Source: an optimization exercise on an open RTL-to-GDS flow (aim: small area, a short achievable clock period and few clock cycles). Production flows keep margins and buffers that such runs may drop. Only simulation tests tie the RTL to the original design; equivalence was not proved. Power figures rest on the tool's default switching activity, not on a simulated workload.

== lane 1 ==
==> flow/design.v (excerpt) <==
module CHIP (	mem_read_D,
				mem_write_D,
				mem_addr_D,
				mem_rdata_D,
				mem_wdata_D,
				mem_ready_D,
				mem_read_I,
				mem_write_I,
				mem_addr_I,
				mem_rdata_I,
				mem_wdata_I,
				mem_ready_I,
				clk,
				rst_n,
				DCACHE_addr,
				DCACHE_wdata,
				DCACHE_wen
				);
==> flow/config.mk <==
export PLATFORM = sky130hd
export DESIGN_NAME = CHIP
export DESIGN_NICKNAME = CHIP
export VERILOG_FILES = /design/flow/design.v
export SDC_FILE = /design/flow/constraint.sdc
export NUM_CORES = 8
export LEC_CHECK = 0
export CAP_MARGIN = 20
export CORE_MARGIN = 2
export CORE_UTILIZATION = 60
export CTS_BUF_LIST = sky130_fd_sc_hd__clkbuf_16
export CTS_CLUSTER_DIAMETER = 80
export CTS_CLUSTER_SIZE = 20
export SLEW_MARGIN = 20
export TNS_END_PERCENT = 20
==> flow/constraint.sdc <==
create_clock -name core_clock -period 12.0 [get_ports {clk}]
set_input_delay 2.4000 -clock core_clock [delete_from_list [all_inputs] [get_ports {clk}]]
set_output_delay 2.4000 -clock core_clock [all_outputs]
set_load 0.01 [all_outputs]
standard.sh (not shown) runs the stock make flow with config.mk's settings and CLKGATE_MAP_FILE= SYNTH_SCRIPT=/design/flow/synth_recipe.tcl, a recipe that flattens the netlist after the stock synthesis.
==> flow/flow/run.sh <==
#!/bin/bash
# Layout flow: the standard ORFS flow (standard.sh, standard synthesis
# unchanged; config.mk's settings come in through config.mk), with three
# layout settings changed:
#  - timing repair aims for 8.3 ns of setup slack, so it keeps sizing and
#    buffering the critical paths well below the 12 ns clock period;
#  - cell sizing may swap cells of any footprint (the platform default only
#    allows swaps between cells of the same footprint);
#  - the port buffers are sky130_fd_sc_hd__buf_2 instead of delay buffers.
# make's full output goes to flow_make.log; every ORFS step also keeps its own
# log under orfs/logs/.
set -euo pipefail
cd "$(dirname "$0")/.."
bash standard.sh \
  SETUP_SLACK_MARGIN=8.3 \
  MATCH_CELL_FOOTPRINT=0 \
  "BUFFER_PORTS_ARGS=-buffer_cell sky130_fd_sc_hd__buf_2" \
  finish > flow_make.log 2>&1
Testbench counts of lane 1, summed over its fixed seeds: cycles 76,912.
> inputs changed (lane 1 -> lane 2)
Settings: CTS_CLUSTER_DIAMETER now 90, was 80; CTS_CLUSTER_SIZE now 24, was 20.
Results
Lane 1 has a lower final routed wire length divided by cell count than lane 2.
Measured against each other, lane 2 and lane 1 differ in non-clock buffer count, the lower figure coming from lane 1.
The proportion of power drawn by combinational gates in lane 2 sits 1.4 points above the value recorded for lane 1.
Cmp lane 2 vs lane 1: final antenna diode count lower in lane 2
Delta (lane 2 minus lane 1): instance area after placement stayed essentially flat; number of global-route vias before repair lower.

---

Another version of the RTL of CHIP (not shown whole).
For scale: roughly 9400 cells after synthesis, ~2800 flip-flops.
export LEC_CHECK = 0
export CAP_MARGIN = 20
export CORE_MARGIN = 2
export CORE_UTILIZATION = 60
export CTS_BUF_LIST = sky130_fd_sc_hd__clkbuf_16
export CTS_CLUSTER_DIAMETER = 80
export CTS_CLUSTER_SIZE = 20
export SLEW_MARGIN = 20
create_clock -name core_clock -period 12.0 [get_ports {clk}]
==> flow/flow/run.sh <==
#!/bin/bash
# Layout flow: the standard ORFS flow (standard.sh, standard synthesis
# unchanged; config.mk's settings come in through config.mk), with three
# layout settings changed:
#  - timing repair aims for 8 ns of setup slack, so it keeps sizing and
#    buffering the critical paths well below the 12 ns clock period;
#  - cell sizing may swap cells of any footprint (the platform default only
#    allows swaps between cells of the same footprint);
#  - the port buffers are sky130_fd_sc_hd__buf_2 instead of delay buffers.
# make's full output goes to flow_make.log; every ORFS step also keeps its own
# log under orfs/logs/.
set -euo pipefail
cd "$(dirname "$0")/.."
bash standard.sh \
  SETUP_SLACK_MARGIN=8.0 \
  MATCH_CELL_FOOTPRINT=0 \
  "BUFFER_PORTS_ARGS=-buffer_cell sky130_fd_sc_hd__buf_2" \
  finish > flow_make.log 2>&1
The first run completed with no timing, DRC or antenna violations.
Testbench counts at the start, summed over its fixed seeds: cycles 76,391.
Rerun with:
- TNS_END_PERCENT: default -> 20
The new run finished clean.
Maximum frequency increases by 1.2%.
Utilization shrinks by 0.60 points.
Synthesized cell count does not change.
Routed wire length is lower by 0.61%.

---

CHIP, a different RTL version from the one above (not shown whole).
Size: about 2700 flip-flops, roughly 640 I/O pins, ~120000 sq um of cells after synthesis.
export LEC_CHECK = 0
export CAP_MARGIN = 20
export CORE_MARGIN = 2
export CORE_UTILIZATION = 60
export CTS_BUF_LIST = sky130_fd_sc_hd__clkbuf_16
export CTS_CLUSTER_DIAMETER = 80
export CTS_CLUSTER_SIZE = 20
export SLEW_MARGIN = 20
export TNS_END_PERCENT = 20
create_clock -name core_clock -period 12.0 [get_ports {clk}]
==> flow/flow/run.sh <==
#!/bin/bash
# Layout flow: the standard ORFS flow (standard.sh, standard synthesis
# unchanged; config.mk's settings come in through config.mk), with three
# layout settings changed:
#  - timing repair aims for 8.3 ns of setup slack, so it keeps sizing and
#    buffering the critical paths well below the 12 ns clock period;
#  - cell sizing may swap cells of any footprint (the platform default only
#    allows swaps between cells of the same footprint);
#  - the port buffers are sky130_fd_sc_hd__buf_2 instead of delay buffers.
# make's full output goes to flow_make.log; every ORFS step also keeps its own
# log under orfs/logs/.
set -euo pipefail
cd "$(dirname "$0")/.."
bash standard.sh \
  SETUP_SLACK_MARGIN=8.3 \
  MATCH_CELL_FOOTPRINT=0 \
  "BUFFER_PORTS_ARGS=-buffer_cell sky130_fd_sc_hd__buf_2" \
  finish > flow_make.log 2>&1
Testbench counts at the start, summed over its fixed seeds: cycles 76,912.
==> next run, changes <==
--- a/flow/flow/run.sh
+++ b/flow/flow/run.sh
@@ -4,3 +4,3 @@
 # layout settings changed:
-#  - timing repair aims for 8.3 ns of setup slack, so it keeps sizing and
+#  - timing repair aims for 8 ns of setup slack, so it keeps sizing and
 #    buffering the critical paths well below the 12 ns clock period;
@@ -14,3 +14,3 @@
 bash standard.sh \
-  SETUP_SLACK_MARGIN=8.3 \
+  SETUP_SLACK_MARGIN=8.0 \
   MATCH_CELL_FOOTPRINT=0 \
Result: Final area barely changes; worst setup slack degrades by 0.10 ns; clock-buffer cell count is lower by 1; non-clock buffer count is higher by 47; sequential share of layout area hardly moves; die area does not change; power barely changes; utilization stays flat; synthesized area is unchanged.

---

indigo:
Another version of the RTL of CHIP (not shown whole).
For scale: ~2800 flip-flops, ~640 I/O pins, about 0.13 mm2 of cells after synthesis.
Settings: LEC_CHECK=0, CAP_MARGIN=20, CORE_MARGIN=2, CORE_UTILIZATION=64, CTS_BUF_LIST=sky130_fd_sc_hd__clkbuf_16, CTS_CLUSTER_DIAMETER=80, CTS_CLUSTER_SIZE=20, PLACE_DENSITY=0.68, SLEW_MARGIN=20, TNS_END_PERCENT=20; clock period 12.0 ns.
==> flow/flow/run.sh <==
#!/bin/bash
# Layout flow: the standard ORFS flow (standard.sh, standard synthesis
# unchanged; config.mk's settings come in through config.mk), with three
# layout settings changed:
#  - timing repair aims for 8 ns of setup slack, so it keeps sizing and
#    buffering the critical paths well below the 12 ns clock period;
#  - cell sizing may swap cells of any footprint (the platform default only
#    allows swaps between cells of the same footprint);
#  - the port buffers are sky130_fd_sc_hd__buf_2 instead of delay buffers.
# make's full output goes to flow_make.log; every ORFS step also keeps its own
# log under orfs/logs/.
set -euo pipefail
cd "$(dirname "$0")/.."
bash standard.sh \
  SETUP_SLACK_MARGIN=8.0 \
  MATCH_CELL_FOOTPRINT=0 \
  "BUFFER_PORTS_ARGS=-buffer_cell sky130_fd_sc_hd__buf_2" \
  finish > flow_make.log 2>&1
Testbench counts of indigo, summed over its fixed seeds: cycles 76,912.
Edits applied to the flow inputs when going from indigo to raven:
diff --git a/flow/flow/run.sh b/flow/flow/run.sh
--- a/flow/flow/run.sh
+++ b/flow/flow/run.sh
@@ -3,5 +3,5 @@
 # unchanged; config.mk's settings come in through config.mk), with three
 # layout settings changed:
-#  - timing repair aims for 8 ns of setup slack, so it keeps sizing and
+#  - timing repair aims for 8.3 ns of setup slack, so it keeps sizing and
 #    buffering the critical paths well below the 12 ns clock period;
 #  - cell sizing may swap cells of any footprint (the platform default only
@@ -13,5 +13,5 @@
 cd "$(dirname "$0")/.."
 bash standard.sh \
-  SETUP_SLACK_MARGIN=8.0 \
+  SETUP_SLACK_MARGIN=8.3 \
   MATCH_CELL_FOOTPRINT=0 \
   "BUFFER_PORTS_ARGS=-buffer_cell sky130_fd_sc_hd__buf_2" \
diff --git a/flow/config.mk b/flow/config.mk
--- a/flow/config.mk
+++ b/flow/config.mk
@@ -8,9 +8,8 @@
 export CAP_MARGIN = 20
 export CORE_MARGIN = 2
-export CORE_UTILIZATION = 64
+export CORE_UTILIZATION = 60
 export CTS_BUF_LIST = sky130_fd_sc_hd__clkbuf_16
 export CTS_CLUSTER_DIAMETER = 80
 export CTS_CLUSTER_SIZE = 20
-export PLACE_DENSITY = 0.68
 export SLEW_MARGIN = 20
 export TNS_END_PERCENT = 20
## What came out
| met3 usage in global routing | higher: indigo |. Summary of raven over indigo: power share of the combinational group higher, number of multi-input combinational cells in the layout roughly the same, critical path depth lower. Compared with indigo, in raven global-route wire length before repair up 4.4%; detailed-route vias per instance went down by 1.5%; total number of tap cells rose about 6%; end-of-flow core utilization decreased by 2.4 points relative to the old numbers.
--- input diff raven..garnet ---
diff --git a/flow/flow/run.sh b/flow/flow/run.sh
--- a/flow/flow/run.sh
+++ b/flow/flow/run.sh
@@ -3,5 +3,5 @@
 # unchanged; config.mk's settings come in through config.mk), with three
 # layout settings changed:
-#  - timing repair aims for 8.3 ns of setup slack, so it keeps sizing and
+#  - timing repair aims for 8 ns of setup slack, so it keeps sizing and
 #    buffering the critical paths well below the 12 ns clock period;
 #  - cell sizing may swap cells of any footprint (the platform default only
@@ -13,5 +13,5 @@
 cd "$(dirname "$0")/.."
 bash standard.sh \
-  SETUP_SLACK_MARGIN=8.3 \
+  SETUP_SLACK_MARGIN=8.0 \
   MATCH_CELL_FOOTPRINT=0 \
   "BUFFER_PORTS_ARGS=-buffer_cell sky130_fd_sc_hd__buf_2" \
--- outcome ---
Lower fill cell total of the finished layout was reported by raven, not garnet. [compare] base=raven new=garnet: clock power shows no meaningful change; via count shows a reduction of about 2.8%; worst path required time shows an increase of 150 ps; global routing usage on met1 shows a reduction of 0.95 points; total length of routed wires shows a reduction of about 4%. Summary of the comparison: worst clock skew on the final layout is higher in garnet, relative to raven. garnet ended up with fewer standard cells than raven.
Changes in nickel relative to garnet:
diff --git a/flow/flow/run.sh b/flow/flow/run.sh
--- a/flow/flow/run.sh
+++ b/flow/flow/run.sh
@@ -3,5 +3,5 @@
 # unchanged; config.mk's settings come in through config.mk), with three
 # layout settings changed:
-#  - timing repair aims for 8 ns of setup slack, so it keeps sizing and
+#  - timing repair aims for 8.3 ns of setup slack, so it keeps sizing and
 #    buffering the critical paths well below the 12 ns clock period;
 #  - cell sizing may swap cells of any footprint (the platform default only
@@ -13,5 +13,5 @@
 cd "$(dirname "$0")/.."
 bash standard.sh \
-  SETUP_SLACK_MARGIN=8.0 \
+  SETUP_SLACK_MARGIN=8.3 \
   MATCH_CELL_FOOTPRINT=0 \
   "BUFFER_PORTS_ARGS=-buffer_cell sky130_fd_sc_hd__buf_2" \
diff --git a/flow/config.mk b/flow/config.mk
--- a/flow/config.mk
+++ b/flow/config.mk
@@ -10,6 +10,6 @@
 export CORE_UTILIZATION = 60
 export CTS_BUF_LIST = sky130_fd_sc_hd__clkbuf_16
-export CTS_CLUSTER_DIAMETER = 80
-export CTS_CLUSTER_SIZE = 20
+export CTS_CLUSTER_DIAMETER = 90
+export CTS_CLUSTER_SIZE = 24
 export SLEW_MARGIN = 20
 export TNS_END_PERCENT = 20
==> comparison <==
Area: nickel vs garnet -> nickel larger. Compared with garnet, in nickel number of nets in the layout went up by 2.3%, area growth from synthesis to layout went up by 2.6 points, global-route track usage on met3 went up by 0.77 points. id_ins[19] as the origin of the worst setup path was reported by garnet, and id_ins[24] by nickel.

## port drivers added, routing unchanged
In the flow no input, the clock included, has a driving cell. The finished layouts below were timed again as built, in two steps.
Step 1: set_driving_cell puts a clkbuf_16 on clk and a buf_2 on each other input, an assumption about the parent block.
Step 2 also shifts input and output timing later by t, the mid clock arrival at the registers, as if the neighbouring blocks saw the same clock.
Slacks: ideal / step 1 / step 2; pairs: ideal / step 1.
run	t (ns)	setup WS [ns]	latest minus earliest clock arrival (ns)	worst slew at a driven data input, ns	cell pins on the clock port's net
lane 1	0.949	7.956 / 7.929 / 7.489	0.098 / 0.098	0.20	1
lane 2	0.934	7.987 / 7.937 / 7.466	0.083 / 0.082	0.25	1
the first run of note 2	0.962	7.680 / 7.680 / 7.373	0.085 / 0.085	0.12	1
the second run of note 2	0.961	7.733 / 7.619 / 7.445	0.052 / 0.052	0.12	1
the first run of note 3	0.954	7.736 / 7.736 / 7.707	0.048 / 0.047	0.12	1
the second run of note 3	0.950	7.636 / 7.636 / 7.501	0.076 / 0.076	0.10	1
indigo	0.979	7.784 / 7.784 / 7.132	0.068 / 0.068	0.18	1
raven	0.972	7.997 / 7.917 / 7.386	0.066 / 0.067	0.12	1
garnet	0.971	7.778 / 7.778 / 7.312	0.062 / 0.062	0.19	1
nickel	0.963	7.988 / 7.925 / 7.465	0.053 / 0.053	0.11	1
After both steps every run listed still meets setup and hold. The setup slack of indigo, which loses most, moves by 0.000 ns with the drivers and by -0.652 ns with both steps.
